Background: an optimization exercise with open tools, aiming at small area and a short achievable clock period. Do not read the settings as production practice. Where RTL was checked, it was by simulation tests only, not by an equivalence proof against the original. Only the layout flow was run in runs 1 and 2; the RTL was not checked for function there. Power and IR drop assume default switching activity.

**run.sh**
```bash
#!/bin/bash
# synth_recipe.tcl (not shown) runs the flow's synth.tcl, then flattens the netlist and writes it again
# the make line also repeats each setting of config.mk as NAME=value (left out here)
make -C /OpenROAD-flow-scripts/flow DESIGN_CONFIG=/design/flow/config.mk WORK_HOME=/design/flow/orfs CLKGATE_MAP_FILE= SYNTH_SCRIPT=/design/flow/synth_recipe.tcl finish
```
**config.mk**
```make
export PLATFORM = sky130hd
export DESIGN_NAME = pcpu
export DESIGN_NICKNAME = pcpu
export VERILOG_FILES = /design/flow/design.v
export SDC_FILE = /design/flow/constraint.sdc
export NUM_CORES = 4
export LEC_CHECK = 0
export ABC_CLOCK_PERIOD_IN_PS = 2500
export CAP_MARGIN = 20
export CORE_MARGIN = 2
export CORE_UTILIZATION = 40
export SETUP_SLACK_MARGIN = 2.0
export SLEW_MARGIN = 20
```
**constraint.sdc**
```tcl
create_clock -name core_clock -period 5.0 [get_ports {clock}]
set_input_delay 1.0000 -clock core_clock [delete_from_list [all_inputs] [get_ports {clock}]]
set_output_delay 1.0000 -clock core_clock [all_outputs]
set_load 0.01 [all_outputs]
```
**design.v**
```verilog
`timescale 1ns / 1ps
module pcpu(
    input clock,
    input enable,
    input reset,
    input start,
    input [15:0] i_datain,
    input [15:0] d_datain,
    output [7:0] i_addr,
    output [7:0] d_addr,
    output d_we,
    output [15:0] d_dataout
    );
    reg state;
    wire run = (state == 1'b1);
    reg w_halt;
    always @(posedge clock)
        if (reset)
            state <= 1'b0;
        else if (!run)
            state <= enable & start;
        else
            state <= enable & ~w_halt;
    reg [15:0] gr[0:7];
    reg [15:0] wdata;
    reg w_we;
    reg [2:0] w_dst;
    genvar g;
    generate
        for (g = 0; g < 8; g = g + 1) begin : rf
            always @(posedge clock)
                if (reset | (run & w_we & (w_dst == g)))
                    gr[g] <= wdata;
        end
    endgenerate
    reg [7:0] pc;
    reg [4:0] id_op;
    reg [10:0] id_f;
    reg [15:0] mem_c;
    wire taken;
    always @(posedge clock or posedge reset)
        if (reset) begin
            pc <= 8'b0;
            id_op <= 5'b0_0000;
        end else if (run) begin
            pc <= taken ? mem_c[7:0] : pc + 8'd1;
            id_op <= i_datain[15:11];
        end
    wire [4:0] f_op = i_datain[15:11];
    wire f_r1 = (f_op == 5'b1_0000) | (f_op == 5'b1_0011) | (f_op == 5'b0_1001) | (f_op == 5'b0_1011)
              | (f_op == 5'b1_1001) | (f_op[4:3] == 2'b11 && f_op[2:1] != 2'b00);
    wire f_store = (f_op == 5'b0_0011);
    reg [2:0] id_sa, id_sq;
    always @(posedge clock)
        if (run) begin
            id_f <= i_datain[10:0];
            id_sa <= f_r1 ? i_datain[10:8] : i_datain[6:4];
            id_sq <= f_store ? i_datain[10:8] : i_datain[2:0];
        end
    wire [4:0] op = id_op;
    wire [2:0] r1 = id_f[10:8];
    wire [7:0] imm = id_f[7:0];
    wire d_jump  = (op == 5'b1_1000);
    wire d_store = (op == 5'b0_0011);
    wire d_load  = (op == 5'b0_0010);
    wire d_shl   = (op == 5'b0_0100) | (op == 5'b0_0101);
    wire d_shr   = (op == 5'b0_0110) | (op == 5'b0_0111);
    wire d_and   = (op == 5'b0_1101);
    wire d_or    = (op == 5'b0_1110);
    wire d_xor   = (op == 5'b0_1111);
    wire d_subc  = (op == 5'b1_0010);
    wire d_addc  = (op == 5'b1_0001);
    wire d_sub   = (op == 5'b0_1010) | (op == 5'b0_1011) | (op == 5'b0_1100) | (op == 5'b1_0011);
    wire d_r3    = (op == 5'b0_1000) | (op == 5'b1_0001) | (op == 5'b0_1010) | (op == 5'b1_0010)
                 | (op == 5'b0_1100) | (op == 5'b0_1101) | (op == 5'b0_1110) | (op == 5'b0_1111);
    wire d_hi    = (op == 5'b1_0000) | (op == 5'b1_0011);
    wire d_v3    = d_load | d_store | d_shl | d_shr;
    wire d_fl    = d_shl | d_shr | d_and | d_or | d_xor | d_sub | d_subc | d_addc
                 | (op == 5'b0_1000) | (op == 5'b0_1001) | (op == 5'b1_0000);
    wire d_wr    = d_fl & (op != 5'b0_1100) | d_load;
    wire d_br    = (op[4:3] == 2'b11);
    wire d_halt  = (op == 5'b0_0001);
    wire [15:0] port_a = gr[id_sa];
    wire [15:0] port_q = gr[id_sq];
    wire [15:0] rev_a;
    genvar k;
    generate
        for (k = 0; k < 16; k = k + 1) begin : rv
            assign rev_a[k] = port_a[15 - k];
        end
    endgenerate
    wire [15:0] a_next;
    assign a_next[15:8] = d_shl ? rev_a[15:8] : port_a[15:8];
    assign a_next[7:0]  = d_jump ? 8'b0 : d_shl ? rev_a[7:0] : port_a[7:0];
    wire [15:0] b_val;
    assign b_val[3:0]  = d_r3 ? port_q[3:0] : d_hi ? 4'b0 : imm[3:0];
    assign b_val[7:4]  = d_r3 ? port_q[7:4] : (d_hi | d_v3) ? 4'b0 : imm[7:4];
    assign b_val[15:8] = d_r3 ? port_q[15:8] : d_hi ? imm : 8'b0;
    wire d_neg = d_sub | d_subc;
    reg [15:0] ex_a, ex_b, ex_s;
    reg ex_add, ex_and, ex_or, ex_xor, ex_shl, ex_shr, ex_ca, ex_cb;
    reg ex_ld;
    reg [2:0] ex_brt, ex_dst;
    reg ex_fl, ex_st, ex_br, ex_halt, ex_we;
    always @(posedge clock)
        if (run) begin
            ex_a <= a_next;
            ex_b <= d_neg ? ~b_val : b_val;
            ex_s <= port_q;
            ex_add <= ~(d_and | d_or | d_xor | d_shl | d_shr);
            ex_and <= d_and;
            ex_or <= d_or;
            ex_xor <= d_xor;
            ex_shl <= d_shl;
            ex_shr <= d_shr;
            ex_ca <= d_addc | d_subc;
            ex_cb <= d_neg;
            ex_ld <= d_load;
            ex_brt <= op[2:0];
            ex_dst <= r1;
        end
    always @(posedge clock or posedge reset)
        if (reset) begin
            ex_fl <= 1'b0;
            ex_st <= 1'b0;
            ex_br <= 1'b0;
            ex_halt <= 1'b0;
            ex_we <= 1'b0;
        end else if (run) begin
            ex_fl <= d_fl;
            ex_st <= d_store;
            ex_br <= d_br;
            ex_halt <= d_halt;
            ex_we <= d_wr;
        end
    reg zf, nf, cf;
    wire cin = ex_ca ? (cf ^ ex_cb) : ex_cb;
    wire [17:0] sum18 = {1'b0, ex_a, 1'b1} + {1'b0, ex_b, cin};
    wire [15:0] sum = sum18[16:1];
    wire cout = sum18[17];
    wire [16:0] sh = {ex_a, cf} >> ex_b[3:0];
    reg [15:0] alu;
    integer j;
    always @(*)
        for (j = 0; j < 16; j = j + 1)
            alu[j] = (ex_add & sum[j])
                   | (ex_and & (ex_a[j] & ex_b[j]))
                   | (ex_or  & (ex_a[j] | ex_b[j]))
                   | (ex_xor & (ex_a[j] ^ ex_b[j]))
                   | (ex_shl & sh[16 - j])
                   | (ex_shr & sh[j + 1]);
    wire cf_next = (ex_add & (cout ^ ex_cb)) | ((ex_shl | ex_shr) & sh[0]);
    reg [15:0] smdr1;
    reg m_ld;
    reg [2:0] m_brt, m_dst;
    reg dw, m_fl, m_br, m_halt, m_we;
    always @(posedge clock)
        if (run) begin
            mem_c <= alu;
            smdr1 <= ex_s;
            m_ld <= ex_ld;
            m_brt <= ex_brt;
            m_dst <= ex_dst;
        end
    always @(posedge clock or posedge reset)
        if (reset) begin
            cf <= 1'b0;
            dw <= 1'b0;
            m_fl <= 1'b0;
            m_br <= 1'b0;
            m_halt <= 1'b0;
            m_we <= 1'b0;
        end else if (run) begin
            if (ex_fl)
                cf <= cf_next;
            dw <= ex_st;
            m_fl <= ex_fl;
            m_br <= ex_br;
            m_halt <= ex_halt;
            m_we <= ex_we;
        end
    wire flag = m_brt[2] ? (m_brt[1] ? cf : nf) : zf;
    assign taken = m_br & ((m_brt[2:1] == 2'b00) | (flag ^ m_brt[0]));
    assign i_addr = pc;
    assign d_addr = mem_c[7:0];
    assign d_we = dw;
    assign d_dataout = smdr1;
    always @(posedge clock or posedge reset)
        if (reset) begin
            zf <= 1'b0;
            nf <= 1'b0;
            wdata <= 16'b0;
            w_halt <= 1'b0;
            w_we <= 1'b0;
        end else if (run) begin
            if (m_fl) begin
                zf <= (mem_c == 16'b0);
                nf <= mem_c[15];
            end
            wdata <= m_ld ? d_datain : mem_c;
            w_halt <= m_halt;
            w_we <= m_we;
        end
    always @(posedge clock)
        if (run)
            w_dst <= m_dst;
endmodule
```
==> results of run 1 <==
[cell type report]
type / instances / area share, %
inverter: 61 / 1.33
multi-input combinational: 804 / 34.7
antenna: 1 / 0.0144
timing repair buffer: 91 / 4.92
sequential: 295 / 49.8
tap: 511 / 3.69
clock inverter: 9 / 0.685
clock buffer: 44 / 4.93
[flip-flops by register name (all words and copies together) (netlist names), 3 cells and up]
name	flops
m_dst	3
w_dst	3
ex_a	16
gr	128
pc	8
id_op	5
ex_s	16
ex_dst	3
id_f	11
id_sq	3
ex_brt	3
ex_b	16
wdata	16
mem_c	16
smdr1	16
id_sa	3
m_brt	3
[what timing repair did]
action | 4_1_cts | 5_1_grt
pin swaps | 0 | 3
setup endpoints to repair | 4 | 7
setup buffers | 1 | 3
resized for setup | 1 | 6
[layout by cell type, fill, tap and decap left out, drive strengths merged, types with 44 or more instances in the layout]
cell,instances
edfxtp,250
nand2,114
a21oi,91
nor2,70
o21ai,70
clkdlybuf4s50,68
mux2i,64
inv,59
dfrtp,44
clkbuf,44
[where the power goes]
part / switching [uW] / leakage [uW] / internal, uW
sequential: 326 / 0.00283 / 3060
combinational: 718 / 0.00294 / 586
clock: 906 / 0.000470 / 1330
total: 1950 / 0.00624 / 4970
[stage by stage]
step	setup WS (ps)	total power [uW]	util [%]
6_report	2110	6920	46.2
5_1_grt	1920	7230	46.2
4_1_cts	2000	6950	46.0
3_5_place_dp	1910	4710	43.4
3_3_place_gp	1940	4700	43.4
2_1_floorplan	1870	4210	-
[worst max path at each step]
stage,startpoint,to,depth (start not counted)
floorplan,state,gr[0][0],4
global placement,cf,mem_c[15],10
detailed placement,cf,mem_c[15],10
CTS,cf,mem_c[15],10
global route,cf,mem_c[15],10
finish,cf,mem_c[15],10
[cells by family (layout without fill, tap and decap cells)]
family                   Yosys count  count (layout)  share of synthesized area, %
adder cells (fa/ha/maj)           34              34                          2.84
multiplexers                     131             131                          12.0
other                              0               1                             0
buffers and inverters            143             205                          4.27
AND/OR/NAND/NOR                  304             304                          9.49
XOR/XNOR                          30              30                          1.72
flip-flops                       295             295                          56.6
AO/OA/AOI/OAI                    305             305                          13.1
[metal layers]
layer,track usage [%],up-vias,share of wire [%]
met3,2.70,77,5.7
li1,-,4782,-
met5,0,-,0
met2,34.9,373,46
met4,5.89,0,2.9
met1,31.1,5252,45
==> results.toml, run 1 <==
[grt]
initial_antenna_violation_count = 1
grt.total_usage_pct = 21.7
grt_pass1_wl_um = 64400
grt_pass1_vias = 10137
grt_max_degree = 72
grt.overflow.total = 0

[logic_synthesis]
synthesized_instance_count = 1242
ys_seq_elements = 295
synthesis.area_mm2 = 0.0152
yosys-top-cells-area = "sky130_fd_sc_hd__edfxtp_1, sky130_fd_sc_hd__dfrtp_1, sky130_fd_sc_hd__mux4_2"
netlist.top_cell.by_area = "sky130_fd_sc_hd__edfxtp_1"
post-synth-top-area-fraction_pct = 49.3
synthArstFlopShare_pct = 14.9
synth-edff-count = 250
synth_nets = 1312
yosysUniqueCellTypes = 76
synth_common_cells = "sky130_fd_sc_hd__edfxtp_1, sky130_fd_sc_hd__nand2_1, sky130_fd_sc_hd__a21oi_1, sky130_fd_sc_hd__nor2_1, sky130_fd_sc_hd__mux2i_1"
yosys_warnings = 2
syn_avg_cell_area_um2 = 12.3
synthMostInstantiatedCell = "sky130_fd_sc_hd__edfxtp_1"
synth-main-ff-cell = "sky130_fd_sc_hd__edfxtp_1"
ys_seq_area_share_pct = 56.6

[timing]
timing.fmax_mhz = 346
worst_slew_margin_rel_pct = 33.4
finalMaxSlewViolations = 0
hold_viol = 0
totalNegativeSetupSlack_ps = 0
period_needed_ps = 2890
final_min_period_over_clock_period_pct = 57.9
grt_setup_unrepaired = "yes"
final-setup-viol-count = 0
worst_pin_slew_ps = 998
timing.clock.skew_ps = 10.2
fin_hold_ws_ps = 418

[clock_network]
max-clock-path-buffers = 3
clk_pin_slew_ps = 60
cts_tree = "built"
clock_latency_ps = 560
cts_htree_levels = 1
clockRootBuffer = "sky130_fd_sc_hd__clkbuf_16"
cts_inserted_buffers = 30
hold_buffers = 0
total_number_of_clock_tree_sinks = 295

[min_path]
hp-class = "reg2reg"
hold_path_startpoint = "ex_s[2]"
holdPathEnd = "smdr1[2]"
worst_hold_path_depth = 0

[placed_design]
placement.cell_area_mm2 = 0.0163
placement.io_buffers = 68
post-dp-hpwl_um = 30100
dpl.cell_count = 1758
globalplace.congestion = 0.955

[power]
power_density_mw_per_mm2 = 399
ir_worst_vdd_mv = 0.264
static_leak_uw = 0.00624

[setup_path]
crit_path_max_incr_delay_ps = 440
r2r_start = "cf"
reg2reg_setup_slack_ps = 2110
path_cells = "nand2_2 > xor2_4 > inv_1 > fa_1 > a211o_1 > a211oi_4 > nor3b_1 > o31ai_1 > xor2_1 > o221ai_1"
timing.setup.critical_path_class = "reg2reg"
worst_r2r_path_depth = 10
worst_path_max_delay_cell = "sky130_fd_sc_hd__dfrtp_2"
start_kind = "flip-flop"
worst_path_dominant_cell_family = "compound AO/OA/AOI/OAI gates"
crit_buf_inv = 1
r2r-end = "mem_c[15]"
critical_path.max_fanout = 4
cp_data_arrival_time_ps = 3180
worst_ep_required_time_ps = 5280
endpoint_kind = "flip-flop"

[floorplanning]
io_pins = 69
number_of_rows_in_the_core_area = 71
die-width_um = 199
initial_utilization_pct = 40.5
dieArea_mm2 = 0.0397
core_footprint_mm2 = 0.0376
vertical_die_dimension_um = 199

[layout]
final_design_area_no_fill_mm2 = 0.0173
nets = 1353
layout-drive-gt1-share_pct = 12.0
layout.cells.non_filler = 1816
n_fill_cell = 3413
area_growth_pct = 13.9
register_area_mm2 = 0.00863
multi_input_area_mm2 = 0.00602

[detailed_routing]
detail_route.vias_per_cell = 5.77
total_drc_errors_in_the_routed_layout = 0
route.antenna.remaining_nets = 0
wire_per_inst_um = 23.4
routed_wl_um = 42600
drt_first_iter_violations = 820
dr_total_vias = 10484
firstDrtPassIters = 5

[flow_run]
maxCapViolCount = 0

[outcome]
run_status = "no timing/DRC/antenna violations"
==> run 2, diff against run 1 <==
--- a/config.mk
+++ b/config.mk
@@ -5,9 +5,7 @@
 export SDC_FILE = /design/flow/constraint.sdc
 export NUM_CORES = 4
 export LEC_CHECK = 0
-export ABC_CLOCK_PERIOD_IN_PS = 2500
 export CAP_MARGIN = 20
 export CORE_MARGIN = 2
 export CORE_UTILIZATION = 40
-export SETUP_SLACK_MARGIN = 2.0
 export SLEW_MARGIN = 20
==> results.toml, run 2 <==
[layout]
mostFrequentLayoutCell = "sky130_fd_sc_hd__edfxtp_1"
max_flop_register = "gr"
antenna-diode-count = 0
max_reg_flops = 128
utilization_pct = 46.2
most-common-layout-cells = "sky130_fd_sc_hd__edfxtp_1, sky130_fd_sc_hd__nand2_1, sky130_fd_sc_hd__a21oi_1"
layout.cells.non_filler = 1820
area_growth_pct = 13.9
nets = 1355
n_fill_cell = 3343
layout-drive-gt1-share_pct = 11.8
final_design_area_no_fill_mm2 = 0.0174

[grt]
globalRouteMet3Util_pct = 3.41
initial_antenna_violation_count = 1
use_met2_pct = 34.7
grt_pass1_vias = 10312
grt_pass1_wl_um = 63700
use_met1_pct = 30.2
grt.total_usage_pct = 21.7
grt_max_degree = 70
grt.overflow.total = 0
top_usage_layer = "met2"

[timing]
hold_viol = 0
grt_setup_unrepaired = "no"
timing.fmax_mhz = 302
final-setup-viol-count = 0
final_min_period_over_clock_period_pct = 66.2
period_needed_ps = 3310
worst_pin_slew_ps = 1050
worst_slew_margin_rel_pct = 29.7
timing.clock.skew_ps = 30.3
totalNegativeSetupSlack_ps = 0
finalMaxSlewViolations = 0

[clock_network]
hold_buffers = 0
cts_htree_levels = 2
clockRootBuffer = "sky130_fd_sc_hd__clkbuf_16"
cts_inserted_buffers = 34
clock_latency_ps = 520
cts_repair_resize_count = 0
cts_tree = "built"
clk_pin_slew_ps = 50
post_cts.repair.setup_buffers = 0
total_number_of_clock_tree_sinks = 295
max-clock-path-buffers = 3

[setup_path]
cp_data_arrival_time_ps = 3550
crit_buf_inv = 1
start_kind = "flip-flop"
critical_path.max_fanout = 21
endpoint_kind = "flip-flop"
worst_path_dominant_cell_family = "compound AO/OA/AOI/OAI gates"
worst_ep_required_time_ps = 5240
path_cells = "inv_1 > ha_1 > a21oi_1 > a2bb2oi_1 > o21ai_1 > a211oi_1 > o41a_1 > nand3_1"
crit_path_max_incr_delay_ps = 870
timing.setup.critical_path_class = "reg2reg"
worst_path_max_delay_cell = "sky130_fd_sc_hd__edfxtp_1"

[detailed_routing]
total_drc_errors_in_the_routed_layout = 0
wire_per_inst_um = 23.1
firstDrtPassIters = 5
detail_route.vias_per_cell = 5.74
route.antenna.remaining_nets = 0
drt_first_iter_violations = 976
dr_total_vias = 10442
routed_wl_um = 42100

[logic_synthesis]
synthMostInstantiatedCell = "sky130_fd_sc_hd__edfxtp_1"
synthesized_instance_count = 1242
ys_seq_area_share_pct = 56.6
synth-main-ff-cell = "sky130_fd_sc_hd__edfxtp_1"
ys_seq_elements = 295
post-synth-top-area-fraction_pct = 49.3
netlist.top_cell.by_area = "sky130_fd_sc_hd__edfxtp_1"
syn_avg_cell_area_um2 = 12.3
yosys-top-cells-area = "sky130_fd_sc_hd__edfxtp_1, sky130_fd_sc_hd__dfrtp_1, sky130_fd_sc_hd__mux4_2"
synthesis.area_mm2 = 0.0152
synth-edff-count = 250
synth_common_cells = "sky130_fd_sc_hd__edfxtp_1, sky130_fd_sc_hd__nand2_1, sky130_fd_sc_hd__a21oi_1, sky130_fd_sc_hd__nor2_1, sky130_fd_sc_hd__mux2i_1"
yosysUniqueCellTypes = 76
synth_nets = 1312
yosys_warnings = 2
synthArstFlopShare_pct = 14.9

[floorplanning]
initial_utilization_pct = 40.5
number_of_rows_in_the_core_area = 71
core_footprint_mm2 = 0.0376
vertical_die_dimension_um = 199
dieArea_mm2 = 0.0397
die-width_um = 199
io_pins = 69

[flow_run]
maxCapViolCount = 0

[power]
ir_worst_vdd_mv = 0.283
static_leak_uw = 0.00627
power_density_mw_per_mm2 = 405

[outcome]
run_status = "no timing/DRC/antenna violations"

[min_path]
hp-class = "reg2reg"

[placed_design]
globalplace.congestion = 0.949
dpl.cell_count = 1760
placement.cell_area_mm2 = 0.0163
post-dp-hpwl_um = 29800
placement.io_buffers = 68
run 2: cell counts after synthesis:
No cell type changed its count.
run 2: where the power goes:
group          internal, uW  switching (uW)
sequential             3060             328
clock                  1370             972
combinational           580             710
total                  5010            2010
run 2: final timing paths:
path | from | endpoint | slack, ps | cells past startpoint
min in group asynchronous | reset | wdata[5] | 1160 | 3
worst min-delay path | ex_s[14] | smdr1[14] | 420 | 0
worst min register to register | ex_s[14] | smdr1[14] | 420 | 0
max in group asynchronous | reset | wdata[3] | 3440 | 3
worst max register to register | ex_b[1] | mem_c[14] | 1690 | 8
worst max-delay path | ex_b[1] | mem_c[14] | 1690 | 8
run 2: cell families after synthesis:
| family | count (synthesis) | synth area share (%) |
|---|---|---|
| and+or+nand+nor | 304 | 9.49 |
| AOI/OAI and AO/OA | 305 | 13.1 |
| adders and majority gates | 34 | 2.84 |
| DFF | 295 | 56.6 |
| buffers and inverters | 143 | 4.27 |
| muxes | 131 | 12.0 |
| xor gates and xnor gates | 30 | 1.72 |
run 2: area by class of cell:
cell class / count / area, um2 / share of cell area [%]
Multi-Input combinational cell: 804 / 5970 / 34.4
Tap cell: 511 / 639 / 3.68
Clock buffer: 41 / 887 / 5.11
Clock inverter: 19 / 160 / 0.923
Sequential cell: 295 / 8630 / 49.7
Inverter: 61 / 229 / 1.32
Timing Repair Buffer: 89 / 838 / 4.83
run 2: per-stage QoR:
step                      hold WS, ps  total power, uW  setup WS (ps)
after global placement            401             4700           1880
after global routing              429             7340           1360
after CTS                         418             7070           1760
after detailed placement          405             4720           1760
final                             417             7020           1690
after floorplan                   400             4220            833
run 2: layer usage:
layer | up-vias | share of wire, %
li1 | 4795 | -
met1 | 5198 | 43
met2 | 385 | 47
met3 | 64 | 7.3
met4 | 0 | 2.7
met5 | - | 0
==> run 3, diff against run 2 <==
--- a/design.v
+++ b/design.v
@@ -46,19 +46,13 @@
             pc <= taken ? mem_c[7:0] : pc + 8'd1;
             id_op <= i_datain[15:11];
         end
-    wire [4:0] f_op = i_datain[15:11];
-    wire f_r1 = (f_op == 5'b1_0000) | (f_op == 5'b1_0011) | (f_op == 5'b0_1001) | (f_op == 5'b0_1011)
-              | (f_op == 5'b1_1001) | (f_op[4:3] == 2'b11 && f_op[2:1] != 2'b00);
-    wire f_store = (f_op == 5'b0_0011);
-    reg [2:0] id_sa, id_sq;
-    always @(posedge clock)
-        if (run) begin
+    always @(posedge clock)
+        if (run)
             id_f <= i_datain[10:0];
-            id_sa <= f_r1 ? i_datain[10:8] : i_datain[6:4];
-            id_sq <= f_store ? i_datain[10:8] : i_datain[2:0];
-        end
     wire [4:0] op = id_op;
     wire [2:0] r1 = id_f[10:8];
+    wire [2:0] r2 = id_f[6:4];
+    wire [2:0] r3 = id_f[2:0];
     wire [7:0] imm = id_f[7:0];
     wire d_jump  = (op == 5'b1_1000);
     wire d_store = (op == 5'b0_0011);
@@ -71,6 +65,8 @@
     wire d_subc  = (op == 5'b1_0010);
     wire d_addc  = (op == 5'b1_0001);
     wire d_sub   = (op == 5'b0_1010) | (op == 5'b0_1011) | (op == 5'b0_1100) | (op == 5'b1_0011);
+    wire d_r1    = (op == 5'b1_0000) | (op == 5'b1_0011) | (op == 5'b0_1001) | (op == 5'b0_1011)
+                 | (op == 5'b1_1001) | (op[4:3] == 2'b11 && op[2:1] != 2'b00);
     wire d_r3    = (op == 5'b0_1000) | (op == 5'b1_0001) | (op == 5'b0_1010) | (op == 5'b1_0010)
                  | (op == 5'b0_1100) | (op == 5'b0_1101) | (op == 5'b0_1110) | (op == 5'b0_1111);
     wire d_hi    = (op == 5'b1_0000) | (op == 5'b1_0011);
@@ -80,8 +76,10 @@
     wire d_wr    = d_fl & (op != 5'b0_1100) | d_load;
     wire d_br    = (op[4:3] == 2'b11);
     wire d_halt  = (op == 5'b0_0001);
-    wire [15:0] port_a = gr[id_sa];
-    wire [15:0] port_q = gr[id_sq];
+    wire [2:0] sel_a = d_r1 ? r1 : r2;
+    wire [2:0] sel_q = d_store ? r1 : r3;
+    wire [15:0] port_a = gr[sel_a];
+    wire [15:0] port_q = gr[sel_q];
     wire [15:0] rev_a;
     genvar k;
     generate
==> results.toml, run 3 <==
[outcome]
run_status = "no timing/DRC/antenna violations"

[placed_design]
placement.io_buffers = 68
post-dp-hpwl_um = 33500
dpl_worst_slack_ps = 1120
globalplace.congestion = 0.990

[floorplanning]
initial_utilization_pct = 40.8
number_of_rows_in_the_core_area = 70
io_pins = 69
vertical_die_dimension_um = 198
die-width_um = 198
dieArea_mm2 = 0.0391
core_footprint_mm2 = 0.0368

[grt]
grt.total_usage_pct = 23.8
initial_antenna_violation_count = 0
grt_pass1_wl_um = 69500
grt_pass1_vias = 10945
grt_max_degree = 83
grt.overflow.total = 0

[setup_path]
worst_path_dominant_cell_family = "simple AND/OR/NAND/NOR gates"
path_cells = "o211ai_1 > mux2_2 > and3_1 > buf_4 > nand2_1 > nor2_1 > a31oi_1 > mux2_2"
critical_path.max_fanout = 24
path_common_cell = "sky130_fd_sc_hd__mux2_2"
worst_ep_required_time_ps = 5320
cp_data_arrival_time_ps = 4330
worst_path_max_delay_cell = "sky130_fd_sc_hd__and3_1"
timing.setup.critical_path_class = "reg2reg"
crit_buf_inv = 1
crit_path_max_incr_delay_ps = 800
start_kind = "flip-flop"
endpoint_kind = "flip-flop"

[logic_synthesis]
netlist.top_cell.by_area = "sky130_fd_sc_hd__edfxtp_1"
combinational_family_with_the_most_area_after_synthesis = "compound AO/OA/AOI/OAI gates"
post-synth-top-area-fraction_pct = 48.8
synthesis.area_mm2 = 0.0150
synthesized_instance_count = 1358
synth_simple_gate_area_share_pct = 10.8
synthAdderAreaFrac_pct = 2.89
syn_avg_cell_area_um2 = 11.0
synthXorXnorAreaFrac_pct = 1.87
yosys_warnings = 2
synthArstFlopShare_pct = 15.2
synth-main-ff-cell = "sky130_fd_sc_hd__edfxtp_1"
post_synth_mux_area_share_pct = 6.07
yosysUniqueCellTypes = 79
ys_seq_elements = 289
synthMostInstantiatedCell = "sky130_fd_sc_hd__edfxtp_1"
synth_compound_gate_area_share_pct = 17.9
synth-edff-count = 244
synth_nets = 1428
synth_common_cells = "sky130_fd_sc_hd__edfxtp_1, sky130_fd_sc_hd__nand2_1, sky130_fd_sc_hd__a21oi_1, sky130_fd_sc_hd__nor2_1, sky130_fd_sc_hd__o21ai_0"
yosys-top-cells-area = "sky130_fd_sc_hd__edfxtp_1, sky130_fd_sc_hd__dfrtp_1, sky130_fd_sc_hd__nand2_1"
ys_seq_area_share_pct = 56.3

[clock_network]
hold_buffers = 0
cts_repair_resize_count = 0
cts_tree = "built"
clock_latency_ps = 570
max-clock-path-buffers = 3
clk_pin_slew_ps = 60
cts_inserted_buffers = 31
post_cts.repair.setup_buffers = 0
cts_htree_levels = 1
total_number_of_clock_tree_sinks = 289
clockRootBuffer = "sky130_fd_sc_hd__clkbuf_16"

[layout]
max_reg_flops = 128
antenna-diode-count = 0
layout-drive-gt1-share_pct = 9.21
most-common-layout-cells = "sky130_fd_sc_hd__edfxtp_1, sky130_fd_sc_hd__nand2_1, sky130_fd_sc_hd__a21oi_1"
max_flop_register = "gr"
mostFrequentLayoutCell = "sky130_fd_sc_hd__edfxtp_1"
nets = 1469
area_growth_pct = 14.4

[timing]
totalNegativeSetupSlack_ps = 0
grt_setup_unrepaired = "no"
hold_viol = 0
final_min_period_over_clock_period_pct = 80.2
period_needed_ps = 4010
final_critical_path_setup_slack_ps = 990
worst_slew_margin_rel_pct = 31.8
timing.clock.skew_ps = 18.3
final-setup-viol-count = 0
finalMaxSlewViolations = 0
worst_pin_slew_ps = 1020
timing.fmax_mhz = 249

[detailed_routing]
drt_first_iter_violations = 1459
detail_route.vias_per_cell = 6.13
dr_total_vias = 11591
route.antenna.remaining_nets = 0
total_drc_errors_in_the_routed_layout = 0
routed_wl_um = 46500
firstDrtPassIters = 8
wire_per_inst_um = 24.6

[power]
power_density_mw_per_mm2 = 444
ir_worst_vdd_mv = 0.254
static_leak_uw = 0.00628
total_power_draw_uw = 7610

[flow_run]
maxCapViolCount = 0

[min_path]
hp-class = "reg2reg"
## run 3: changes by cell type in the layout (fill, tap and decap cells not counted), moves of 14 or more
cell                       change
sky130_fd_sc_hd__nor2_1       +21
sky130_fd_sc_hd__nand3_1      +32
sky130_fd_sc_hd__nand2_1      +43
sky130_fd_sc_hd__mux4_2       -32
sky130_fd_sc_hd__nand2b_1     -21
sky130_fd_sc_hd__mux2i_1      -14
sky130_fd_sc_hd__o21ai_0      +32
## run 3: metrics by stage
step                      std cells  cell area [um2]  hold WS [ps]  util (%)
after detailed placement       1834            16100           405      43.9
after CTS                      1890            17200           410      46.7
after global routing           1890            17200           416      46.7
after floorplan                1358            15000           400         -
final                          1890            17200           411      46.7
after global placement         1834            16100           401      43.9
## run 3: path summary, 6_finish.rpt
path / from / endpoint / slack (ps) / depth (start not counted)
max: id_op[3] / ex_a[13] / 990 / 8
min reg2reg: ex_s[0] / smdr1[0] / 410 / 0
max reg2reg: id_op[3] / ex_a[13] / 990 / 8
min: ex_s[0] / smdr1[0] / 410 / 0
max in group asynchronous: reset / cf / 3440 / 3
min in group asynchronous: reset / ex_we / 1110 / 3
## run 3: where the power goes
part / leakage (uW) / internal (uW) / switching [uW]
logic: 0.00300 / 762 / 1190
registers: 0.00278 / 3010 / 338
clock network: 0.000502 / 1360 / 944
## run 3: layout make-up
cell class                 instances  area (um2)
fill                            3349       19600
sequential                       289        8450
multi-input combinational        918        5960
timing repair buffer             100         921
clock buffer                      37         808
tap                              468         586
inverter                          59         221
clock inverter                    19         215
## run 3: metal layers
metal,track usage [%],share of wire (%),vias to the layer above
met5,0,0,-
met4,10.9,4.9,0
met3,3.36,7.9,117
met2,38.1,46,587
met1,32.3,41,5658
li1,-,-,5229
## run 3: logic make-up after synthesis
group | after synthesis
buffers and inverters | 151
xor gates and xnor gates | 32
AOI/OAI and AO/OA | 404
adders and majority gates | 34
DFF | 289
muxes | 81
and+or+nand+nor | 367
==> run 4, diff against run 3 <==
--- a/design.v
+++ b/design.v
@@ -46,13 +46,19 @@
             pc <= taken ? mem_c[7:0] : pc + 8'd1;
             id_op <= i_datain[15:11];
         end
-    always @(posedge clock)
-        if (run)
+    wire [4:0] f_op = i_datain[15:11];
+    wire f_r1 = (f_op == 5'b1_0000) | (f_op == 5'b1_0011) | (f_op == 5'b0_1001) | (f_op == 5'b0_1011)
+              | (f_op == 5'b1_1001) | (f_op[4:3] == 2'b11 && f_op[2:1] != 2'b00);
+    wire f_store = (f_op == 5'b0_0011);
+    reg [2:0] id_sa, id_sq;
+    always @(posedge clock)
+        if (run) begin
             id_f <= i_datain[10:0];
+            id_sa <= f_r1 ? i_datain[10:8] : i_datain[6:4];
+            id_sq <= f_store ? i_datain[10:8] : i_datain[2:0];
+        end
     wire [4:0] op = id_op;
     wire [2:0] r1 = id_f[10:8];
-    wire [2:0] r2 = id_f[6:4];
-    wire [2:0] r3 = id_f[2:0];
     wire [7:0] imm = id_f[7:0];
     wire d_jump  = (op == 5'b1_1000);
     wire d_store = (op == 5'b0_0011);
@@ -65,8 +71,6 @@
     wire d_subc  = (op == 5'b1_0010);
     wire d_addc  = (op == 5'b1_0001);
     wire d_sub   = (op == 5'b0_1010) | (op == 5'b0_1011) | (op == 5'b0_1100) | (op == 5'b1_0011);
-    wire d_r1    = (op == 5'b1_0000) | (op == 5'b1_0011) | (op == 5'b0_1001) | (op == 5'b0_1011)
-                 | (op == 5'b1_1001) | (op[4:3] == 2'b11 && op[2:1] != 2'b00);
     wire d_r3    = (op == 5'b0_1000) | (op == 5'b1_0001) | (op == 5'b0_1010) | (op == 5'b1_0010)
                  | (op == 5'b0_1100) | (op == 5'b0_1101) | (op == 5'b0_1110) | (op == 5'b0_1111);
     wire d_hi    = (op == 5'b1_0000) | (op == 5'b1_0011);
@@ -76,10 +80,8 @@
     wire d_wr    = d_fl & (op != 5'b0_1100) | d_load;
     wire d_br    = (op[4:3] == 2'b11);
     wire d_halt  = (op == 5'b0_0001);
-    wire [2:0] sel_a = d_r1 ? r1 : r2;
-    wire [2:0] sel_q = d_store ? r1 : r3;
-    wire [15:0] port_a = gr[sel_a];
-    wire [15:0] port_q = gr[sel_q];
+    wire [15:0] port_a = gr[id_sa];
+    wire [15:0] port_q = gr[id_sq];
     wire [15:0] rev_a;
     genvar k;
     generate
@@ -92,10 +94,10 @@
     assign a_next[7:0]  = d_jump ? 8'b0 : d_shl ? rev_a[7:0] : port_a[7:0];
     wire [15:0] b_val;
     assign b_val[3:0]  = d_r3 ? port_q[3:0] : d_hi ? 4'b0 : imm[3:0];
-    assign b_val[7:4]  = d_r3 ? port_q[7:4] : (d_hi | d_v3) ? 4'b0 : imm[7:4];
-    assign b_val[15:8] = d_r3 ? port_q[15:8] : d_hi ? imm : 8'b0;
+    assign b_val[7:4]  = (d_r3 | d_store) ? port_q[7:4] : (d_hi | d_v3) ? 4'b0 : imm[7:4];
+    assign b_val[15:8] = (d_r3 | d_store) ? port_q[15:8] : d_hi ? imm : 8'b0;
     wire d_neg = d_sub | d_subc;
-    reg [15:0] ex_a, ex_b, ex_s;
+    reg [15:0] ex_a, ex_b;
     reg ex_add, ex_and, ex_or, ex_xor, ex_shl, ex_shr, ex_ca, ex_cb;
     reg ex_ld;
     reg [2:0] ex_brt, ex_dst;
@@ -104,7 +106,6 @@
         if (run) begin
             ex_a <= a_next;
             ex_b <= d_neg ? ~b_val : b_val;
-            ex_s <= port_q;
             ex_add <= ~(d_and | d_or | d_xor | d_shl | d_shr);
             ex_and <= d_and;
             ex_or <= d_or;
@@ -114,8 +115,8 @@
             ex_ca <= d_addc | d_subc;
             ex_cb <= d_neg;
             ex_ld <= d_load;
-            ex_brt <= op[2:0];
-            ex_dst <= r1;
+            ex_brt <= {op[2:1], d_store ? port_q[3] : op[0]};
+            ex_dst <= d_store ? port_q[2:0] : r1;
         end
     always @(posedge clock or posedge reset)
         if (reset) begin
@@ -133,7 +134,8 @@
         end
     reg zf, nf, cf;
     wire cin = ex_ca ? (cf ^ ex_cb) : ex_cb;
-    wire [17:0] sum18 = {1'b0, ex_a, 1'b1} + {1'b0, ex_b, cin};
+    wire [15:0] b_add = {ex_b[15:8], ex_b[7:4] & {4{~ex_st}}, ex_b[3:0]};
+    wire [17:0] sum18 = {1'b0, ex_a, 1'b1} + {1'b0, b_add, cin};
     wire [15:0] sum = sum18[16:1];
     wire cout = sum18[17];
     wire [16:0] sh = {ex_a, cf} >> ex_b[3:0];
@@ -148,14 +150,15 @@
                    | (ex_shl & sh[16 - j])
                    | (ex_shr & sh[j + 1]);
     wire cf_next = (ex_add & (cout ^ ex_cb)) | ((ex_shl | ex_shr) & sh[0]);
-    reg [15:0] smdr1;
+    reg [7:0] smdr1;
     reg m_ld;
     reg [2:0] m_brt, m_dst;
     reg dw, m_fl, m_br, m_halt, m_we;
     always @(posedge clock)
         if (run) begin
-            mem_c <= alu;
-            smdr1 <= ex_s;
+            mem_c[7:0] <= alu[7:0];
+            mem_c[15:8] <= ex_st ? ex_b[15:8] : alu[15:8];
+            smdr1 <= {ex_b[7:4], ex_brt[0], ex_dst};
             m_ld <= ex_ld;
             m_brt <= ex_brt;
             m_dst <= ex_dst;
@@ -182,7 +185,7 @@
     assign i_addr = pc;
     assign d_addr = mem_c[7:0];
     assign d_we = dw;
-    assign d_dataout = smdr1;
+    assign d_dataout = {mem_c[15:8], smdr1};
     always @(posedge clock or posedge reset)
         if (reset) begin
             zf <= 1'b0;
--- a/config.mk
+++ b/config.mk
@@ -8,4 +8,5 @@
 export CAP_MARGIN = 20
 export CORE_MARGIN = 2
 export CORE_UTILIZATION = 40
+export SETUP_SLACK_MARGIN = 2.6
 export SLEW_MARGIN = 20
==> results.toml, run 4 <==
[timing]
final-setup-viol-count = 0
period_needed_ps = 2500
fin_hold_ws_ps = 419
final_min_period_over_clock_period_pct = 50.0
grt_setup_unrepaired = "yes"
timing.clock.skew_ps = 24.5
worst_pin_slew_ps = 915
hold_viol = 0
timing.fmax_mhz = 400
finalMaxSlewViolations = 0
totalNegativeSetupSlack_ps = 0
worst_slew_margin_rel_pct = 39.0

[detailed_routing]
route.antenna.remaining_nets = 0
wire_per_inst_um = 24.3
firstDrtPassIters = 8
routed_wl_um = 44900
drt_first_iter_violations = 1185
detail_route.vias_per_cell = 6.00
total_drc_errors_in_the_routed_layout = 0
dr_total_vias = 11123

[clock_network]
clock_latency_ps = 560
cts_inserted_buffers = 29
clockRootBuffer = "sky130_fd_sc_hd__clkbuf_16"
max-clock-path-buffers = 3
cts_htree_levels = 1
clk_pin_slew_ps = 60
cts_tree = "built"
total_number_of_clock_tree_sinks = 267
hold_buffers = 0

[placed_design]
post-dp-hpwl_um = 30900
placement.io_buffers = 68
globalplace.congestion = 0.907
dpl.cell_count = 1714

[power]
power.sequential.fraction_pct = 45.5
static_leak_uw = 0.00658
power.share.clock_pct = 32.2
total_power_draw_uw = 6690
combPwrFrac_pct = 22.3
switching_share_pct = 29.4
internal_power_uw = 4720
power_density_mw_per_mm2 = 377
ir_worst_vdd_mv = 0.221
p_switching_uw = 1970

[layout]
most-common-layout-cells = "sky130_fd_sc_hd__edfxtp_1, sky130_fd_sc_hd__nand2_1, sky130_fd_sc_hd__buf_4"
area_growth_pct = 22.1
max_reg_flops = 128
layout-drive-gt1-share_pct = 20.8
nets = 1449
antenna-diode-count = 0
max_flop_register = "gr"
mostFrequentLayoutCell = "sky130_fd_sc_hd__edfxtp_1"
n_fill_cell = 3137
layout.cells.non_filler = 1853

[floorplanning]
number_of_rows_in_the_core_area = 69
io_pins = 69
vertical_die_dimension_um = 195
dieArea_mm2 = 0.0379
core_footprint_mm2 = 0.0357
die-width_um = 195
initial_utilization_pct = 40.7

[setup_path]
worst_path_max_delay_cell = "sky130_fd_sc_hd__edfxtp_1"
crit_buf_inv = 1
worst_r2r_path_depth = 8
timing.critical_path.depth = 8
cp_data_arrival_time_ps = 2790
critical_path.max_fanout = 10
path_cells = "clkinv_4 > ha_4 > o211a_1 > o31ai_2 > a311o_2 > a211oi_2 > o31a_1 > a22oi_2"
r2r-end = "mem_c[15]"
crit_path_max_incr_delay_ps = 530
worst_path_dominant_cell_family = "compound AO/OA/AOI/OAI gates"
worst_ep_required_time_ps = 5290
start_kind = "flip-flop"
endpoint_kind = "flip-flop"
r2r_start = "ex_b[2]"
reg2reg_setup_slack_ps = 2500
timing.setup.critical_path_class = "reg2reg"

[logic_synthesis]
synth_nets = 1318
syn_avg_cell_area_um2 = 11.7
synthesized_instance_count = 1244
yosysUniqueCellTypes = 77
synthMostInstantiatedCell = "sky130_fd_sc_hd__edfxtp_1"
synth-edff-count = 222
netlist.top_cell.by_area = "sky130_fd_sc_hd__edfxtp_1"
yosys-top-cells-area = "sky130_fd_sc_hd__edfxtp_1, sky130_fd_sc_hd__dfrtp_1, sky130_fd_sc_hd__mux4_2"
post-synth-top-area-fraction_pct = 45.9
synthesis.area_mm2 = 0.0145
ys_seq_area_share_pct = 53.6
synthArstFlopShare_pct = 16.5
yosys_warnings = 2
synth_common_cells = "sky130_fd_sc_hd__edfxtp_1, sky130_fd_sc_hd__nand2_1, sky130_fd_sc_hd__a21oi_1, sky130_fd_sc_hd__nor2_1, sky130_fd_sc_hd__o21ai_0"
ys_seq_elements = 267
synth-main-ff-cell = "sky130_fd_sc_hd__edfxtp_1"

[grt]
grt.overflow.total = 0
grt_max_degree = 66
grt_pass1_vias = 10594
grt_pass1_wl_um = 66500
grt.total_usage_pct = 23.2
initial_antenna_violation_count = 0

[outcome]
run_status = "no timing/DRC/antenna violations"

[min_path]
hp-class = "reg2reg"
worst_hold_path_depth = 0
hold_path_startpoint = "ex_brt[2]"
holdPathEnd = "m_brt[2]"

[flow_run]
maxCapViolCount = 0
## run 4: what timing repair did
action / in CTS / in global routing
buffers inserted: 45 / 44
cloned: 0 / 2
gates resized for setup: 69 / 42
pin swaps: 3 / 21
setup endpoints to repair: 141 / 142
## run 4: final cells by class
cell class	instances	area, um2	area share [%]
sequential	267	7790	43.9
multi-input combinational	842	6530	36.8
clock inverter	11	140	0.790
inverter	58	239	1.35
tap	461	577	3.25
clock buffer	37	797	4.49
timing repair buffer	177	1660	9.37
## run 4: kinds of logic (layout without fill, tap and decap cells)
logic type	Yosys count	in the layout	share of synthesized area [%]
muxes	124	124	11.6
xor gates and xnor gates	27	27	1.63
adders and majority gates	38	38	3.32
AOI/OAI and AO/OA	329	329	14.8
buffers and inverters	135	283	4.11
and+or+nand+nor	324	324	10.8
DFF	267	267	53.6
## run 4: worst max path at each step
stage | start | endpoint
finish | ex_b[2] | mem_c[15]
global route | ex_b[2] | mem_c[15]
CTS | state | gr[4][7]
detailed placement | reset | gr[4][15]
global placement | reset | gr[6][15]
floorplan | state | gr[0][0]
## run 4: through the flow
stage | instance area, um2 | setup WS (ps) | util, %
finish | 17700 | 2500 | 49.8
global placement | 15700 | 1940 | 44.0
detailed placement | 15700 | 1940 | 44.0
CTS | 17100 | 2430 | 47.9
floorplan | 14700 | 2370 | -
global route | 17700 | 2400 | 49.8
## run 4: power groups by stage
stage | clock, uW | combinational [uW] | sequential (uW)
after floorplan | 0 | 919 | 2980
after global placement | 0 | 1280 | 3110
after detailed placement | 0 | 1280 | 3120
after CTS | 2180 | 1380 | 3040
after global routing | 2260 | 1630 | 3080
final | 2150 | 1490 | 3050
## run 4: routing by layer
| metal | vias to the layer above | track usage [%] | share of wire (%) |
|---|---|---|---|
| li1 | 4997 | - | - |
| met4 | 0 | 5.98 | 2.5 |
| met3 | 83 | 3.73 | 8.2 |
| met5 | - | 0 | 0 |
| met1 | 5529 | 32.9 | 43 |
| met2 | 514 | 37.1 | 47 |
## run 4: worst reg2reg max path, cell delays in order, from the launching register on
cell and delay, ps:
sky130_fd_sc_hd__edfxtp_1 530, sky130_fd_sc_hd__clkinv_4 180, sky130_fd_sc_hd__ha_4 350, sky130_fd_sc_hd__o211a_1 160, sky130_fd_sc_hd__o31ai_2 70, sky130_fd_sc_hd__a311o_2 430
sky130_fd_sc_hd__a211oi_2 290, sky130_fd_sc_hd__o31a_1 160, sky130_fd_sc_hd__a22oi_2 70
==> run 5, diff against run 4 <==
--- a/config.mk
+++ b/config.mk
@@ -8,5 +8,5 @@
 export CAP_MARGIN = 20
 export CORE_MARGIN = 2
 export CORE_UTILIZATION = 40
-export SETUP_SLACK_MARGIN = 2.6
+export SETUP_SLACK_MARGIN = 2.0
 export SLEW_MARGIN = 20
==> results.toml, run 5 <==
[setup_path]
cp_data_arrival_time_ps = 3240
path_cells = "inv_1 > a2bb2oi_1 > o32ai_1 > o21ai_0 > mux2i_1 > xnor2_1"
crit_path_max_incr_delay_ps = 660
reg2reg_setup_slack_ps = 2090
critical_path_startpoint = "id_sq[0]"
worst_path_max_delay_cell = "sky130_fd_sc_hd__o21ai_0"
worst_r2r_path_depth = 6
r2r_start = "id_sq[0]"
r2r-end = "ex_b[0]"
endpoint_kind = "flip-flop"
timing.setup.critical_path_class = "reg2reg"
critical_path.max_fanout = 15
worst_ep_required_time_ps = 5330
start_kind = "flip-flop"

[grt]
grt_max_degree = 70
initial_antenna_violation_count = 0
grt.overflow.total = 0
grt_pass1_wl_um = 66700
grt.total_usage_pct = 23.4
grt_pass1_vias = 10287

[floorplanning]
core_footprint_mm2 = 0.0357
vertical_die_dimension_um = 195
dieArea_mm2 = 0.0379
initial_utilization_pct = 40.7
die-width_um = 195
number_of_rows_in_the_core_area = 69
io_pins = 69

[placed_design]
globalplace.congestion = 0.945
post-dp-hpwl_um = 31300
placement.cell_area_mm2 = 0.0156
placement.io_buffers = 68

[timing]
worst_slew_margin_rel_pct = 22.3
final_min_period_over_clock_period_pct = 58.2
finalMaxSlewViolations = 0
worst_pin_slew_ps = 1150
hold_viol = 0
timing.clock.skew_ps = 24.6
grt_setup_unrepaired = "no"
final-setup-viol-count = 0
period_needed_ps = 2910
timing.fmax_mhz = 344
totalNegativeSetupSlack_ps = 0

[layout]
final_design_area_no_fill_mm2 = 0.0170
max_flop_register = "gr"
multi_input_area_mm2 = 0.00618
register_area_mm2 = 0.00779
area_growth_pct = 16.9
n_fill_cell = 3181
layout-drive-gt1-share_pct = 14.4
most-common-layout-cells = "sky130_fd_sc_hd__edfxtp_1, sky130_fd_sc_hd__nand2_1, sky130_fd_sc_hd__a21oi_1"
max_reg_flops = 128
nets = 1393
antenna-diode-count = 0
mostFrequentLayoutCell = "sky130_fd_sc_hd__edfxtp_1"

[detailed_routing]
dr_total_vias = 10806
total_drc_errors_in_the_routed_layout = 0
routed_wl_um = 44600
route.antenna.remaining_nets = 0
firstDrtPassIters = 6
drt_first_iter_violations = 1297
wire_per_inst_um = 24.7
detail_route.vias_per_cell = 5.99

[min_path]
worst_hold_path_depth = 0
hp-class = "reg2reg"
hold_path_startpoint = "ex_brt[1]"
holdPathEnd = "m_brt[1]"

[flow_run]
maxCapViolCount = 0

[logic_synthesis]
synthMostInstantiatedCell = "sky130_fd_sc_hd__edfxtp_1"
synthesized_instance_count = 1244
netlist.top_cell.by_area = "sky130_fd_sc_hd__edfxtp_1"
post-synth-top-area-fraction_pct = 45.9
ys_seq_area_share_pct = 53.6
yosys-top-cells-area = "sky130_fd_sc_hd__edfxtp_1, sky130_fd_sc_hd__dfrtp_1, sky130_fd_sc_hd__mux4_2"
synth-main-ff-cell = "sky130_fd_sc_hd__edfxtp_1"
synthesis.area_mm2 = 0.0145
syn_avg_cell_area_um2 = 11.7
synth_nets = 1318
synth_common_cells = "sky130_fd_sc_hd__edfxtp_1, sky130_fd_sc_hd__nand2_1, sky130_fd_sc_hd__a21oi_1, sky130_fd_sc_hd__nor2_1, sky130_fd_sc_hd__o21ai_0"
yosys_warnings = 2
ys_seq_elements = 267
synthArstFlopShare_pct = 16.5
yosysUniqueCellTypes = 77
synth-edff-count = 222

[power]
power_density_mw_per_mm2 = 405
ir_worst_vdd_mv = 0.267
static_leak_uw = 0.00626

[clock_network]
cts_inserted_buffers = 30
clk_pin_slew_ps = 60
total_number_of_clock_tree_sinks = 267
clock_latency_ps = 570
hold_buffers = 0
max-clock-path-buffers = 3
cts_htree_levels = 1
clockRootBuffer = "sky130_fd_sc_hd__clkbuf_16"
cts_tree = "built"

[outcome]
run_status = "no timing/DRC/antenna violations"
==> run 5: cell types whose count changed in the layout (fill, tap and decap cells not counted), sizes merged <==
cell and delta:
dlygate4sd2 -32, bufinv +3, clkdlybuf4s50 +33, inv +4, clkdlybuf4s15 -1, clkinv +2, clkbuf -2, buf -56
==> run 5: where the power goes <==
group          switching (uW)  internal [uW]  total [uW]
logic                     749            598        1350
registers                 306           2770        3070
clock network             936           1530        2470
total                    1990           4900        6890
==> run 5: logic make-up after synthesis <==
group                    Yosys count  share of synthesized area [%]
XOR/XNOR                          27                           1.63
AND/OR/NAND/NOR                  324                           10.8
flip-flops                       267                           53.6
adder cells (fa/ha/maj)           38                           3.32
multiplexers                     124                           11.6
AO/OA/AOI/OAI                    329                           14.8
buffers and inverters            135                           4.11
==> run 5: metal layers <==
| metal | vias to the layer above | global-route usage (%) | part of all wire (%) |
|---|---|---|---|
| li1 | 4883 | - | - |
| met1 | 5336 | 34.5 | 44 |
| met2 | 522 | 36.4 | 45 |
| met3 | 65 | 3.14 | 8.2 |
| met4 | 0 | 5.98 | 2.5 |
| met5 | - | 0 | 0 |
==> run 5: what timing repair did <==
action,in CTS,in global routing
gates resized for setup,1,2
setup endpoints to repair,5,16
endpoints found under the hold margin,0,0
setup buffers,2,23
==> run 5: layout make-up <==
cell class	instances	area share, %
Sequential cell	267	45.9
Inverter	58	1.31
Clock inverter	20	1.58
Multi-Input combinational cell	842	36.4
Timing Repair Buffer	120	6.39
Tap cell	461	3.40
Clock buffer	36	5.05
==> run 5: stage by stage <==
stage / hold slack, ps / instances / total power [uW] / utilization, % / worst slack [ps]
2_1_floorplan: 400 / 1244 / 3880 / - / 1900
3_3_place_gp: 405 / 1722 / 4400 / 43.9 / 1810
3_5_place_dp: 405 / 1722 / 4410 / 43.9 / 1810
4_1_cts: 419 / 1780 / 6890 / 47.1 / 2000
5_1_grt: 426 / 1804 / 7160 / 47.6 / 2000
6_report: 417 / 1804 / 6890 / 47.6 / 2090
==> run 5: worst max path at each step <==
stage / endpoint / slack [ps] / cells after the start
floorplan: gr[0][0] / 1900 / 4
global route: mem_c[11] / 2000 / 8
CTS: mem_c[11] / 2000 / 8
finish: ex_b[0] / 2090 / 6
global placement: mem_c[15] / 1810 / 8
detailed placement: mem_c[15] / 1810 / 8
==> run 5: worst max-delay path, delay by kind of cell, from the launching register on <==
kind | cells | cell delay, ps
compound gates | 3 | 970
flops | 1 | 560
buf+inv | 1 | 540
xor+xnor | 1 | 420
mux | 1 | 190
==> run 6, diff against run 5 <==
--- a/config.mk
+++ b/config.mk
@@ -8,5 +8,5 @@
 export CAP_MARGIN = 20
 export CORE_MARGIN = 2
 export CORE_UTILIZATION = 40
-export SETUP_SLACK_MARGIN = 2.0
+export SETUP_SLACK_MARGIN = 3.0
 export SLEW_MARGIN = 20
==> results.toml, run 6 <==
[outcome]
run_status = "no timing/DRC/antenna violations"

[logic_synthesis]
synthMostInstantiatedCell = "sky130_fd_sc_hd__edfxtp_1"
ys_seq_elements = 267
synth_common_cells = "sky130_fd_sc_hd__edfxtp_1, sky130_fd_sc_hd__nand2_1, sky130_fd_sc_hd__a21oi_1, sky130_fd_sc_hd__nor2_1, sky130_fd_sc_hd__o21ai_0"
synth_nets = 1318
syn_avg_cell_area_um2 = 11.7
netlist.top_cell.by_area = "sky130_fd_sc_hd__edfxtp_1"
synth-main-ff-cell = "sky130_fd_sc_hd__edfxtp_1"
yosysUniqueCellTypes = 77
synth-edff-count = 222
synthesized_instance_count = 1244
yosys-top-cells-area = "sky130_fd_sc_hd__edfxtp_1, sky130_fd_sc_hd__dfrtp_1, sky130_fd_sc_hd__mux4_2"
yosys_warnings = 2
synthesis.area_mm2 = 0.0145
ys_seq_area_share_pct = 53.6
post-synth-top-area-fraction_pct = 45.9
synthArstFlopShare_pct = 16.5

[clock_network]
clock_latency_ps = 550
cts_htree_levels = 1
total_number_of_clock_tree_sinks = 267
clockRootBuffer = "sky130_fd_sc_hd__clkbuf_16"
max-clock-path-buffers = 3
cts_inserted_buffers = 29
hold_buffers = 0
cts_tree = "built"
clk_pin_slew_ps = 60

[setup_path]
endpoint_kind = "flip-flop"
r2r_start = "ex_b[3]"
r2r-end = "mem_c[10]"
reg2reg_setup_slack_ps = 2520
start_kind = "flip-flop"
timing.setup.critical_path_class = "reg2reg"
worst_ep_required_time_ps = 5290
worst_r2r_path_depth = 7
critical_path.max_fanout = 10
cp_data_arrival_time_ps = 2770

[timing]
hold_viol = 0
worst_pin_slew_ps = 942
worst_slew_margin_rel_pct = 37.2
final-setup-viol-count = 0
timing.fmax_mhz = 404
grt_setup_unrepaired = "yes"
totalNegativeSetupSlack_ps = 0
final_min_period_over_clock_period_pct = 49.5
timing.clock.skew_ps = 11.3
finalMaxSlewViolations = 0
period_needed_ps = 2480

[floorplanning]
number_of_rows_in_the_core_area = 69
io_pins = 69
vertical_die_dimension_um = 195
initial_utilization_pct = 40.7
core_footprint_mm2 = 0.0357
dieArea_mm2 = 0.0379
die-width_um = 195

[min_path]
holdPathEnd = "m_brt[2]"
worst_hold_path_depth = 0
hold_path_startpoint = "ex_brt[2]"
hp-class = "reg2reg"

[placed_design]
dpl.cell_count = 1710
post-dp-hpwl_um = 30200
globalplace.congestion = 0.920
placement.io_buffers = 68

[flow_run]
maxCapViolCount = 0

[grt]
grt_pass1_vias = 11538
grt.overflow.total = 0
grt_max_degree = 59
grt.total_usage_pct = 24.9
grt_pass1_wl_um = 71700
initial_antenna_violation_count = 1

[layout]
layout.cells.non_filler = 1932
mostFrequentLayoutCell = "sky130_fd_sc_hd__edfxtp_1"
layout-drive-gt1-share_pct = 36.6
nets = 1527
most-common-layout-cells = "sky130_fd_sc_hd__edfxtp_1, sky130_fd_sc_hd__buf_4, sky130_fd_sc_hd__nand2_1"
max_reg_flops = 128
area_growth_pct = 34.6
max_flop_register = "gr"
antenna-diode-count = 0

[power]
power_density_mw_per_mm2 = 348
static_leak_uw = 0.00728
ir_worst_vdd_mv = 0.240
total_power_draw_uw = 6800

[detailed_routing]
detail_route.vias_per_cell = 6.00
total_drc_errors_in_the_routed_layout = 0
route.antenna.remaining_nets = 0
firstDrtPassIters = 6
routed_wl_um = 48400
wl_met3_um = 3760
drt_first_iter_violations = 1157
drt-met1-wl_um = 20100
wire_per_inst_um = 25.0
dr_total_vias = 11587
route.top_layer_used = "met5"
met2_wirelength_um = 22400
[run 6: cell families after synthesis]
family,count (synthesis),share of synthesized area [%]
AOI/OAI and AO/OA,329,14.8
xor gates and xnor gates,27,1.63
adders and majority gates,38,3.32
buffers and inverters,135,4.11
DFF,267,53.6
muxes,124,11.6
and+or+nand+nor,324,10.8
[run 6: how the worst max path moves through the flow]
stage | from | end | cells after the start
floorplan | state | gr[0][0] | 4
global placement | reset | gr[4][6] | 3
detailed placement | reset | gr[4][5] | 3
CTS | ex_cb | mem_c[15] | 8
global route | cf | mem_c[15] | 9
finish | ex_b[3] | mem_c[10] | 7
[run 6: layer usage]
layer / vias up / global-route usage (%)
li1: 5163 / -
met1: 5707 / 33.6
met2: 589 / 40.1
met3: 126 / 4.13
met4: 2 / 10.3
met5: - / 0
[run 6: area by class of cell]
class / count / area (um2)
sequential: 267 / 7800
clock buffer: 40 / 787
timing repair inverter: 1 / 8.76
clock inverter: 9 / 50.0
inverter: 58 / 255
fill: 2887 / 16100
timing repair buffer: 254 / 2570
tap: 461 / 577
multi-input combinational: 842 / 7500
[run 6: repair_timing]
item	CTS	global route
pin swaps	58	68
gates cloned	9	5
setup endpoints to repair	236	196
buffers inserted	136	23
gates resized for setup	346	111
[run 6: worst max-delay path: stages (launching register included)]
cell and delay, ps:
sky130_fd_sc_hd__edfxtp_1 490, sky130_fd_sc_hd__buf_4 200, sky130_fd_sc_hd__nand2b_1 430, sky130_fd_sc_hd__nor2_1 200, sky130_fd_sc_hd__a221oi_2 330, sky130_fd_sc_hd__o31ai_1 140, sky130_fd_sc_hd__o31ai_2 290, sky130_fd_sc_hd__o211ai_1 130
[run 6: where the power goes]
group	switching (uW)	total (uW)	internal, uW
Sequential	288	3060	2770
Clock	852	1940	1090
Combinational	940	1800	864
Total	2080	6800	4720
[run 6: per-stage QoR]
stage	setup slack, ps	hold slack (ps)	area, um2	util [%]
finish	2520	417	19500	54.8
global route	2430	429	19500	54.8
CTS	2560	418	18700	52.5
detailed placement	1930	405	15800	44.3
global placement	1920	405	15800	44.3
floorplan	2370	400	14900	-
==> run 7, diff against run 6 <==
--- a/config.mk
+++ b/config.mk
@@ -8,5 +8,7 @@
 export CAP_MARGIN = 20
 export CORE_MARGIN = 2
 export CORE_UTILIZATION = 40
-export SETUP_SLACK_MARGIN = 3.0
+export CTS_CLUSTER_DIAMETER = 100
+export CTS_CLUSTER_SIZE = 30
+export SETUP_SLACK_MARGIN = 2.6
 export SLEW_MARGIN = 20
==> results.toml, run 7 <==
[logic_synthesis]
yosys_warnings = 2
post_synth_mux_area_share_pct = 11.6
synth_nets = 1318
ys_seq_area_share_pct = 53.6
synth-main-ff-cell = "sky130_fd_sc_hd__edfxtp_1"
combinational_family_with_the_most_area_after_synthesis = "compound AO/OA/AOI/OAI gates"
synthXorXnorAreaFrac_pct = 1.63
synthesized_instance_count = 1244
syn_avg_cell_area_um2 = 11.7
synthArstFlopShare_pct = 16.5
synthesis.area_mm2 = 0.0145
post-synth-top-area-fraction_pct = 45.9
ys_seq_elements = 267
synthMostInstantiatedCell = "sky130_fd_sc_hd__edfxtp_1"
synth-edff-count = 222
synthAdderAreaFrac_pct = 3.32
synth_compound_gate_area_share_pct = 14.8
synth_simple_gate_area_share_pct = 10.8
yosys-top-cells-area = "sky130_fd_sc_hd__edfxtp_1, sky130_fd_sc_hd__dfrtp_1, sky130_fd_sc_hd__mux4_2"
synth_common_cells = "sky130_fd_sc_hd__edfxtp_1, sky130_fd_sc_hd__nand2_1, sky130_fd_sc_hd__a21oi_1, sky130_fd_sc_hd__nor2_1, sky130_fd_sc_hd__o21ai_0"
netlist.top_cell.by_area = "sky130_fd_sc_hd__edfxtp_1"
yosysUniqueCellTypes = 77

[placed_design]
post-dp-hpwl_um = 30900
dpl.cell_count = 1714
globalplace.congestion = 0.907
placement.io_buffers = 68

[layout]
max_reg_flops = 128
layout.cells.non_filler = 1817
area_growth_pct = 17.9
antenna-diode-count = 0
max_flop_register = "gr"
mostFrequentLayoutCell = "sky130_fd_sc_hd__edfxtp_1"
most-common-layout-cells = "sky130_fd_sc_hd__edfxtp_1, sky130_fd_sc_hd__nand2_1, sky130_fd_sc_hd__buf_4"
layout-drive-gt1-share_pct = 18.8
nets = 1425
utilization_pct = 48.0

[timing]
timing.clock.skew_ps = 20.3
final-setup-viol-count = 0
finalMaxSlewViolations = 0
worst_slew_margin_rel_pct = 38.3
grt_setup_unrepaired = "yes"
totalNegativeSetupSlack_ps = 0
hold_viol = 0
worst_pin_slew_ps = 926
period_needed_ps = 2540
final_min_period_over_clock_period_pct = 50.9
timing.fmax_mhz = 393
fin_hold_ws_ps = 434

[setup_path]
worst_path_max_delay_cell = "sky130_fd_sc_hd__mux4_2"
endpoint_kind = "flip-flop"
timing.setup.critical_path_class = "reg2reg"
cp_data_arrival_time_ps = 2940
crit_path_max_incr_delay_ps = 540
reg2reg_setup_slack_ps = 2460
worst_ep_required_time_ps = 5400
start_kind = "flip-flop"
r2r-end = "cf"
r2r_start = "ex_b[0]"
worst_r2r_path_depth = 8
worst_path_dominant_cell_family = "multiplexers"
crit_buf_inv = 2
path_cells = "buf_12 > buf_4 > mux4_2 > mux2i_2 > nor2_1 > o22ai_1 > o21ai_1 > or3b_1"
critical_path.max_fanout = 7

[floorplanning]
vertical_die_dimension_um = 195
number_of_rows_in_the_core_area = 69
die-width_um = 195
initial_utilization_pct = 40.7
io_pins = 69
dieArea_mm2 = 0.0379
core_footprint_mm2 = 0.0357

[min_path]
holdPathEnd = "m_brt[2]"
worst_hold_path_depth = 0
hold_path_startpoint = "ex_brt[2]"
hp-class = "reg2reg"

[clock_network]
total_number_of_clock_tree_sinks = 267
hold_buffers = 0
clk_pin_slew_ps = 110
clock_latency_ps = 520
cts_tree = "built"
cts_htree_levels = 1
clockRootBuffer = "sky130_fd_sc_hd__clkbuf_16"
max-clock-path-buffers = 3
cts_inserted_buffers = 14

[grt]
grt_pass1_wl_um = 66400
grt.total_usage_pct = 23.1
grt.overflow.total = 0
initial_antenna_violation_count = 0
grt_pass1_vias = 10503
grt_max_degree = 66

[detailed_routing]
detail_route.vias_per_cell = 6.00
total_drc_errors_in_the_routed_layout = 0
wire_per_inst_um = 24.5
routed_wl_um = 44600
drt_first_iter_violations = 1206
firstDrtPassIters = 5
dr_total_vias = 10910
route.antenna.remaining_nets = 0

[flow_run]
maxCapViolCount = 0

[power]
ir_worst_vdd_mv = 0.258
static_leak_uw = 0.00632
power_density_mw_per_mm2 = 345
total_power_draw_uw = 5900

[outcome]
run_status = "no timing/DRC/antenna violations"
==> run 7: cell counts after synthesis <==
Identical to the previous run, type by type.
==> run 7: repair_timing <==
action,in CTS,in global routing
gates resized for setup,68,35
setup buffers,57,22
pin swaps,9,16
cloned,0,2
endpoints found under the setup margin,139,141
==> run 7: per-layer routing <==
metal  up-vias  track usage, %  part of all wire (%)
met3        67            2.95                   7.8
li1       4919               -                     -
met2       503            37.1                    47
met1      5421            33.2                    43
met4         0            5.84                   2.5
met5         -               0                     0
==> run 7: logic make-up (layout without fill, tap and decap cells) <==
family | Yosys count | in the layout
AOI/OAI and AO/OA | 329 | 329
and+or+nand+nor | 324 | 324
DFF | 267 | 267
buffers and inverters | 135 | 247
muxes | 124 | 124
adders and majority gates | 38 | 38
xor gates and xnor gates | 27 | 27
==> run 7: per-stage QoR <==
step / area (um2) / worst slack, ps
2_1_floorplan: 14700 / 2370
3_3_place_gp: 15700 / 1940
3_5_place_dp: 15700 / 1940
4_1_cts: 16700 / 2430
5_1_grt: 17100 / 2360
6_report: 17100 / 2460
==> run 7: cell type report <==
| cell class | instances | area, um2 |
|---|---|---|
| Clock buffer | 17 | 383 |
| Sequential cell | 267 | 7800 |
| Fill cell | 3205 | 18500 |
| Inverter | 58 | 244 |
| Timing Repair Buffer | 168 | 1570 |
| Tap cell | 461 | 577 |
| Clock inverter | 4 | 72.6 |
| Multi-Input combinational cell | 842 | 6490 |
==> run 7: worst max-delay path by stage <==
stage | cells past startpoint | endpoint | slack (ps) | start
2_1_floorplan | 4 | gr[0][0] | 2370 | state
3_3_place_gp | 3 | gr[6][15] | 1940 | reset
5_1_grt | 10 | cf | 2360 | ex_b[4]
4_1_cts | 2 | gr[4][0] | 2430 | state
3_5_place_dp | 3 | gr[4][15] | 1940 | reset
6_report | 8 | cf | 2460 | ex_b[0]
==> run 7: worst register-to-register path: cells and delay by family (launching register included) <==
| kind | cells | cell delay, ps |
|---|---|---|
| AO/OA/AOI/OAI | 2 | 460 |
| AND/OR/NAND/NOR | 2 | 460 |
| multiplexers | 2 | 800 |
| buffers and inverters | 2 | 300 |
| flip-flops | 1 | 420 |
==> run 7: power breakdown <==
part | internal [uW] | switching (uW) | total (uW)
Clock | 586 | 773 | 1360
Sequential | 2760 | 265 | 3030
Combinational | 689 | 828 | 1520
Total | 4040 | 1870 | 5900

## afterwards: timing with drivers on the ports
How much do the figures lean on ideal ports? The routed layouts below were timed once more, with nothing changed but the port constraints. Step 1 sets driving cells, clkbuf_16 on the clock port and buf_2 on the other inputs (assumed; they add their load-dependent delay and slew). Step 2 adds t to the input delays and takes it off the output delays; t is the mean of the earliest and latest rising clock arrival at the registers after step 1. Input paths then give back, and output paths get back, about the clock's delay inside the block. Slacks: no drivers / after step 1 / after step 2; pairs: no drivers / after step 1.
run	shift t [ns]	setup slack, ns	hold slack, ns	slew at the worst register clock pin (ns)	worst slew at a driven data input, ns
run 1	0.605	2.107 / 2.107 / 2.107	0.418 / 0.418 / 0.418	0.07 / 0.07	0.04
run 2	0.557	1.692 / 1.692 / 1.692	0.417 / 0.417 / 0.417	0.06 / 0.06	0.04
run 3	0.608	0.990 / 0.990 / 0.990	0.411 / 0.411 / 0.411	0.07 / 0.07	0.05
run 4	0.594	2.499 / 2.499 / 2.185	0.419 / 0.419 / 0.419	0.07 / 0.07	0.04
run 5	0.609	2.090 / 2.090 / 2.036	0.417 / 0.417 / 0.417	0.07 / 0.07	0.06
run 6	0.599	2.523 / 2.523 / 2.484	0.417 / 0.417 / 0.417	0.06 / 0.06	0.04
run 7	0.561	2.456 / 2.456 / 2.193	0.434 / 0.434 / 0.434	0.12 / 0.12	0.04
After both steps setup and hold are still met in every run listed. The setup slack of run 4, which loses most, moves by 0.000 ns with the drivers and by -0.314 ns with both steps.
